This design comes from an exercise in tuning for small area, a short achievable clock period and few clock cycles on the open sky130 flow, not from production work. Where RTL was checked, it was by simulation tests only, not by an equivalence proof against the original.

Setup of the reference run:
==> flow/design.v <==
`timescale 1ns/1ps
module ASCON_ROUND_COMB (
    input  wire [319:0] state_in,
    input  wire [3:0]   ridx,
    output wire [319:0] state_out
);
    wire [63:0] x0 = state_in[319:256];
    wire [63:0] x1 = state_in[255:192];
    wire [63:0] x2 = state_in[191:128] ^ {56'h0, ~ridx, ridx};
    wire [63:0] x3 = state_in[127: 64];
    wire [63:0] x4 = state_in[ 63:  0];
    wire [63:0] v0 = x0 ^ x4;
    wire [63:0] v2 = x2 ^ x1;
    wire [63:0] v4 = x4 ^ x3;
    wire [63:0] u0 = v0 ^ (~x1 & v2);
    wire [63:0] u1 = x1 ^ (~v2 & x3);
    wire [63:0] u2 = v2 ^ (~x3 & v4);
    wire [63:0] u3 = x3 ^ (~v4 & v0);
    wire [63:0] u4 = v4 ^ (~v0 & x1);
    wire [63:0] s0 = u0 ^ u4;
    wire [63:0] s1 = u1 ^ u0;
    wire [63:0] s2 = ~u2;
    wire [63:0] s3 = u3 ^ u2;
    wire [63:0] s4 = u4;
    assign state_out = {
        s0 ^ {s0[18:0], s0[63:19]} ^ {s0[27:0], s0[63:28]},
        s1 ^ {s1[60:0], s1[63:61]} ^ {s1[38:0], s1[63:39]},
        s2 ^ {s2[ 0:0], s2[63: 1]} ^ {s2[ 5:0], s2[63: 6]},
        s3 ^ {s3[ 9:0], s3[63:10]} ^ {s3[16:0], s3[63:17]},
        s4 ^ {s4[ 6:0], s4[63: 7]} ^ {s4[40:0], s4[63:41]}
    };
endmodule
`timescale 1ns/1ps
module ascon_CORE (
    input  wire         clk,
    input  wire         rst_n,
    input  wire         start,
    input  wire [1:0]   mode,
    input  wire         enc_dec,
    input  wire [127:0] key_in,
    input  wire [127:0] nonce_in,
    input  wire [127:0] ad_in,
    input  wire         ad_valid,
    input  wire         ad_last,
    input  wire [127:0] data_in,
    input  wire         data_valid,
    input  wire         data_last,
    input  wire [6:0]   data_len,
    input  wire [127:0] tag_received,
    output wire [127:0] data_out,
    output wire         data_out_valid,
    output wire         data_ready,
    output wire         ad_ready,
    output wire [127:0] tag_out,
    output wire         tag_valid,
    output wire         tag_match,
    output wire         done,
    output wire         busy
);
    localparam integer NR = 4;    
    localparam [1:0] S_IDLE = 2'd0, S_RUN = 2'd1, S_CMP = 2'd2, S_DONE = 2'd3;
    localparam [1:0] P_INIT = 2'd0, P_B = 2'd1, P_FIN = 2'd2;
    function [63:0] bswap64;
        input [63:0] x;
        begin
            bswap64 = { x[ 7: 0], x[15: 8], x[23:16], x[31:24],
                        x[39:32], x[47:40], x[55:48], x[63:56] };
        end
    endfunction
    reg  [1:0]   fsm;
    reg  [1:0]   run;        
    reg  [3:0]   rnd;        
    reg  [3:0]   ridx [0:NR-1];  
    reg          lchunk;     
    reg          shrt;       
    reg          a128;       
    reg          dec;        
    reg          exp_ad;     
    reg          exp_dt;     
    reg          first_dt;   
    reg          bval;       
    reg          bad;        
    reg          blast;      
    reg  [4:0]   blen;       
    reg          dov;        
    reg          busy_r, done_r, adr_r, dtr_r;
    reg  [127:0] blk;
    reg  [63:0]  x0, x1, x2, x3, x4;
    reg          tmatch;
    wire [319:0] chain [0:NR];
    assign chain[0] = {x0, x1, x2, x3, x4};
    genvar g;
    generate
        for (g = 0; g < NR; g = g + 1) begin : rounds
            ASCON_ROUND_COMB u_round (
                .state_in (chain[g]),
                .ridx     (ridx[g]),
                .state_out(chain[g+1])
            );
        end
    endgenerate
    wire [319:0] pout = shrt ? chain[2] : chain[NR];
    wire [63:0] r0 = pout[319:256];
    wire [63:0] r1 = pout[255:192];
    wire [63:0] r2 = pout[191:128];
    wire [63:0] r3 = pout[127: 64];
    wire [63:0] r4 = pout[ 63:  0];
    wire running  = (fsm == S_RUN);
    wire idle     = (fsm == S_IDLE);
    wire fin_end  = running && lchunk && (run == P_FIN);
    wire absorb   = running && lchunk && (run != P_FIN) && bval;
    wire stall    = running && lchunk && (run != P_FIN) && !bval;
    wire ab_dt    = absorb && !bad;
    wire post_ini = absorb && (run == P_INIT);
    wire pre_fin  = ab_dt && blast;
    wire dom_sep  = ab_dt && first_dt;
    wire take_ad  = running && exp_ad && !bval && ad_valid;
    wire take_dt  = running && exp_dt && !bval && data_valid;
    wire [63:0] khi = bswap64(key_in[127:64]);
    wire [63:0] klo = bswap64(key_in[ 63: 0]);
    wire [127:0] rrate = {r0, r1};
    reg  [127:0] nrate;      
    reg  [127:0] tout;       
    integer i;
    reg [7:0] xb, bb, ub;
    reg       act, lt, eq;
    always @(*) begin
        nrate = rrate;
        tout  = 128'h0;
        for (i = 0; i < 16; i = i + 1) begin
            xb  = rrate[64 - 64*(i/8) + 8*(i%8) +: 8];
            bb  = blk[127 - 8*i -: 8];
            act = (i < 8) || a128;
            lt  = (i < blen);
            eq  = (i == blen);
            ub  = xb ^ (lt || (dec && !bad) ? bb : 8'h00);
            if (absorb && act) begin
                if (bad || !dec) begin
                    nrate[64 - 64*(i/8) + 8*(i%8) +: 8] = ub ^ {7'h0, eq};
                    tout[127 - 8*i -: 8] = ub ^ {7'h0, eq};
                end else begin
                    nrate[64 - 64*(i/8) + 8*(i%8) +: 8] = lt ? bb : (ub ^ {7'h0, eq});
                    tout[127 - 8*i -: 8] = ub;
                end
            end
        end
    end
    reg [63:0] n0, n1, n2, n3, n4;
    always @(*) begin
        if (idle) begin
            n0 = {18'h0, mode[0], ~mode[0], 44'h000_808c0001};
            n1 = khi;
            n2 = klo;
            n3 = bswap64(nonce_in[127:64]);
            n4 = bswap64(nonce_in[ 63: 0]);
        end else begin
            n0 = nrate[127:64];
            n1 = nrate[ 63: 0];
            n2 = r2 ^ (pre_fin ? khi : 64'h0);
            n3 = r3 ^ (post_ini || fin_end ? khi : 64'h0) ^ (pre_fin ? klo : 64'h0);
            n4 = r4 ^ (post_ini || fin_end ? klo : 64'h0) ^ {dom_sep, 63'h0};
        end
    end
    wire st_en = idle || (running && !stall);
    always @(posedge clk) begin
        if (st_en) begin
            x0 <= n0; x1 <= n1; x2 <= n2; x3 <= n3; x4 <= n4;
        end
    end
    wire         cmp     = (fsm == S_CMP);
    wire [127:0] tag_st  = {bswap64(x3), bswap64(x4)};
    always @(posedge clk) begin
        if (cmp)
            tmatch <= (tag_st == blk);
    end
    always @(posedge clk) begin
        if (ab_dt)
            blk <= tout;
        else if (fin_end && !dec)
            blk <= {bswap64(r3), bswap64(r4)} ^ key_in;
        else if (cmp)
            blk <= tag_st;
        else if (!bval) begin
            if (exp_ad)      blk <= ad_in;
            else if (exp_dt) blk <= data_in;
            else             blk <= tag_received;
        end
        if (!bval) begin
            blen  <= data_len[4:0];
            blast <= exp_ad ? ad_last : data_last;
            bad   <= exp_ad;
        end
    end
    reg [1:0] fsm_n, run_n;
    reg [3:0] rnd_n;
    reg       exp_ad_n, exp_dt_n, bval_n, first_dt_n, a128_n, dec_n;
    always @(*) begin
        fsm_n      = fsm;
        run_n      = run;
        rnd_n      = rnd;
        exp_ad_n   = exp_ad;
        exp_dt_n   = exp_dt;
        bval_n     = bval;
        first_dt_n = first_dt;
        a128_n     = a128;
        dec_n      = dec;
        case (fsm)
            S_IDLE: begin
                bval_n = 1'b0;
                if (start) begin
                    fsm_n      = S_RUN;
                    run_n      = P_INIT;
                    rnd_n      = 4'd0;
                    a128_n     = mode[0];
                    dec_n      = enc_dec;
                    exp_ad_n   = ad_valid;
                    exp_dt_n   = !ad_valid;
                    first_dt_n = 1'b1;
                end
            end
            S_RUN: begin
                if (take_ad) begin
                    bval_n = 1'b1;
                    if (ad_last) begin
                        exp_ad_n = 1'b0;
                        exp_dt_n = 1'b1;
                    end
                end else if (take_dt) begin
                    bval_n = 1'b1;
                    if (data_last)
                        exp_dt_n = 1'b0;
                end else if (absorb)
                    bval_n = 1'b0;
                if (!lchunk)
                    rnd_n = rnd + NR;
                else if (fin_end)
                    fsm_n = dec ? S_CMP : S_DONE;
                else if (absorb) begin
                    if (ab_dt)
                        first_dt_n = 1'b0;
                    if (pre_fin) begin
                        run_n = P_FIN;
                        rnd_n = 4'd0;
                    end else begin
                        run_n = P_B;
                        rnd_n = a128 ? 4'd4 : 4'd6;
                    end
                end
            end
            S_CMP:   fsm_n = S_DONE;
            default: fsm_n = S_IDLE;
        endcase
    end
    integer k;
    always @(posedge clk or negedge rst_n) begin
        if (!rst_n) begin
            fsm      <= S_IDLE;
            run      <= P_INIT;
            rnd      <= 4'd0;
            for (k = 0; k < NR; k = k + 1)
                ridx[k] <= k;
            lchunk   <= 1'b0;
            shrt     <= 1'b0;
            a128     <= 1'b0;
            dec      <= 1'b0;
            exp_ad   <= 1'b0;
            exp_dt   <= 1'b0;
            first_dt <= 1'b0;
            bval     <= 1'b0;
            dov      <= 1'b0;
            busy_r   <= 1'b0;
            done_r   <= 1'b0;
            adr_r    <= 1'b0;
            dtr_r    <= 1'b1;
        end else begin
            fsm      <= fsm_n;
            run      <= run_n;
            rnd      <= rnd_n;
            for (k = 0; k < NR; k = k + 1)
                ridx[k] <= rnd_n + k;
            lchunk   <= ({1'b0, rnd_n} + NR) >= 5'd12;
            shrt     <= ({1'b0, rnd_n} + NR) >  5'd12;
            a128     <= a128_n;
            dec      <= dec_n;
            exp_ad   <= exp_ad_n;
            exp_dt   <= exp_dt_n;
            first_dt <= first_dt_n;
            bval     <= bval_n;
            dov      <= ab_dt;
            busy_r   <= (fsm_n == S_RUN) || (fsm_n == S_CMP);
            done_r   <= (fsm_n == S_DONE);
            adr_r    <= (fsm_n == S_RUN) && exp_ad_n && !bval_n;
            dtr_r    <= (fsm_n == S_IDLE) || ((fsm_n == S_RUN) && exp_dt_n && !bval_n);
        end
    end
    assign data_out       = blk;
    assign data_out_valid = dov;
    assign data_ready     = dtr_r;
    assign ad_ready       = adr_r;
    assign tag_out        = blk;
    assign tag_valid      = done_r;
    assign tag_match      = tmatch;
    assign done           = done_r;
    assign busy           = busy_r;
endmodule
==> flow/config.mk <==
export PLATFORM = sky130hd
export DESIGN_NAME = ascon_CORE
export DESIGN_NICKNAME = ascon_CORE
export VERILOG_FILES = /design/flow/design.v
export SDC_FILE = /design/flow/constraint.sdc
export NUM_CORES = 4
export LEC_CHECK = 0
export CAP_MARGIN = 35
export CORE_MARGIN = 2
export CORE_UTILIZATION = 28
export PLACE_DENSITY = 0.4
export SLEW_MARGIN = 35
==> flow/constraint.sdc <==
create_clock -name core_clock -period 40.0 [get_ports {clk}]
set_input_delay 8.0000 -clock core_clock [delete_from_list [all_inputs] [get_ports {clk}]]
set_output_delay 8.0000 -clock core_clock [all_outputs]
set_load 0.01 [all_outputs]
standard.sh (not shown) runs the stock make flow with config.mk's settings and CLKGATE_MAP_FILE= SYNTH_SCRIPT=/design/flow/synth_recipe.tcl, a recipe that flattens the netlist after the stock synthesis.
==> flow/flow/run.sh <==
#!/bin/bash
# Standard layout (the standard.sh), with two changes to how it is made:
#  - repair_timing works towards a setup slack margin of SETUP_MARGIN ns, so
#    that it sizes the logic for a short achieved period (the clock period and
#    all constraints stay the design's);
#  - every port still gets its own buffer, but a plain sky130 buffer instead
#    of the clkdlybuf4s50 delay cell buffer_ports picks by default.
# Each step's full output goes to a log file in this folder.
set -euo pipefail
SETUP_MARGIN=30
bash standard.sh synth > flow_synth.log 2>&1
bash standard.sh "SETUP_SLACK_MARGIN=${SETUP_MARGIN}" \
    "BUFFER_PORTS_ARGS=-buffer_cell sky130_fd_sc_hd__buf_2" finish > flow_layout.log 2>&1
cp -r orfs/logs flow_orfs_logs 2>/dev/null || true
Testbench counts of the reference run, summed over its fixed seeds: cycles 6,733.
diff inputs: the reference run => the trial run
-- flow/design.v --
<<< the reference run, line 59
);
    localparam integer NR = 4;    
    localparam [1:0] S_IDLE = 2'd0, S_RUN = 2'd1, S_CMP = 2'd2, S_DONE = 2'd3;
    localparam [1:0] P_INIT = 2'd0, P_B = 2'd1, P_FIN = 2'd2;
    function [63:0] bswap64;
>>> the trial run, line 59
);
    localparam integer NR = 4;    
    localparam [1:0] S_IDLE = 2'd0, S_RUN = 2'd1, S_DONE = 2'd2;
    localparam [1:0] P_INIT = 2'd0, P_B = 2'd1, P_FIN = 2'd2;
    function [63:0] bswap64;
<<< the reference run, line 158
            n1 = nrate[ 63: 0];
            n2 = r2 ^ (pre_fin ? khi : 64'h0);
            n3 = r3 ^ (post_ini || fin_end ? khi : 64'h0) ^ (pre_fin ? klo : 64'h0);
            n4 = r4 ^ (post_ini || fin_end ? klo : 64'h0) ^ {dom_sep, 63'h0};
        end
    end
>>> the trial run, line 158
            n1 = nrate[ 63: 0];
            n2 = r2 ^ (pre_fin ? khi : 64'h0);
            n3 = r3 ^ (post_ini ? khi : 64'h0) ^ (pre_fin ? klo : 64'h0);
            n4 = r4 ^ (post_ini ? klo : 64'h0) ^ {dom_sep, 63'h0};
        end
    end
<<< the reference run, line 168
        end
    end
    wire         cmp     = (fsm == S_CMP);
    wire [127:0] tag_st  = {bswap64(x3), bswap64(x4)};
    always @(posedge clk) begin
        if (cmp)
            tmatch <= (tag_st == blk);
    end
    always @(posedge clk) begin
        if (ab_dt)
            blk <= tout;
        else if (fin_end && !dec)
            blk <= {bswap64(r3), bswap64(r4)} ^ key_in;
        else if (cmp)
            blk <= tag_st;
        else if (!bval) begin
            if (exp_ad)      blk <= ad_in;
            else if (exp_dt) blk <= data_in;
            else             blk <= tag_received;
        end
        if (!bval) begin
>>> the trial run, line 168
        end
    end
    wire [127:0] tag_pre = {bswap64(r3), bswap64(r4)};
    always @(posedge clk) begin
        if (fin_end)
            tmatch <= (tag_pre == blk);
    end
    always @(posedge clk) begin
        if (ab_dt)
            blk <= tout;
        else if (fin_end)
            blk <= tag_pre ^ key_in;
        else if (!bval) begin
            if (exp_ad)      blk <= ad_in;
            else if (exp_dt) blk <= data_in;
            else             blk <= tag_received ^ key_in;
        end
        if (!bval) begin
<<< the reference run, line 235
                    rnd_n = rnd + NR;
                else if (fin_end)
                    fsm_n = dec ? S_CMP : S_DONE;
                else if (absorb) begin
                    if (ab_dt)
>>> the trial run, line 232
                    rnd_n = rnd + NR;
                else if (fin_end)
                    fsm_n = S_DONE;
                else if (absorb) begin
                    if (ab_dt)
<<< the reference run, line 248
                end
            end
            S_CMP:   fsm_n = S_DONE;
            default: fsm_n = S_IDLE;
        endcase
>>> the trial run, line 245
                end
            end
            default: fsm_n = S_IDLE;
        endcase
<<< the reference run, line 288
            bval     <= bval_n;
            dov      <= ab_dt;
            busy_r   <= (fsm_n == S_RUN) || (fsm_n == S_CMP);
            done_r   <= (fsm_n == S_DONE);
            adr_r    <= (fsm_n == S_RUN) && exp_ad_n && !bval_n;
>>> the trial run, line 284
            bval     <= bval_n;
            dov      <= ab_dt;
            busy_r   <= (fsm_n == S_RUN);
            done_r   <= (fsm_n == S_DONE);
            adr_r    <= (fsm_n == S_RUN) && exp_ad_n && !bval_n;
[summary]
Sort the reference run and the trial run by share of synthesized cell area in full adder, half adder and majority cells desc -> top: the reference run. Final design area excluding fillers grows by a few percent when moving from the reference run to the trial run. Compare the reference run and the trial run | detailed placement HPWL higher: the trial run. Between the reference run and the trial run, the number of logic inverters in the finished layout is higher for the reference run. Across the reference run and the trial run, a clean result was obtained everywhere but in the trial run. To summarise the trial run: no stage aborted, but the layout did not pass its checks, failing on antenna rules. Between the reference run and the trial run, the fraction of final layout cells sized beyond drive strength 1 is higher for the trial run. Final cycle utilization of the critical path on the trial run is up relative to the reference run.
Only the layout flow was run in the trial run; the RTL was not checked for function there.

-- separate check: timing with driven ports --
The results above use ideal ports. As a check the final layouts listed here were re-extracted and re-timed, cells and wires unchanged.
Step 1 (the two cells are an assumption about what drives the block):
set clk [get_ports {clk}]
set_driving_cell -lib_cell sky130_fd_sc_hd__clkbuf_16 $clk
set_driving_cell -lib_cell sky130_fd_sc_hd__buf_2 [delete_from_list [all_inputs] $clk]
Step 2 moves the port delays by t, midway between the first and last clock arrival at a register: inputs arrive t later, outputs are due t later. That takes back most of the time a late clock gives input paths.
Three values: ideal, step 1, step 2; two values: the first two.
run | t, ns | setup slack, ns | clock arrival spread, ns | cell pins on the clock port's net
the reference run | 0.871 | 29.516 / 29.516 / 29.406 | 0.091 / 0.091 | 1
the trial run | 0.958 | 29.147 / 29.147 / 29.147 | 0.119 / 0.119 | 1
For the reference run, which loses most, drivers alone change the setup slack by 0.000 ns; drivers and shift together by -0.110 ns.
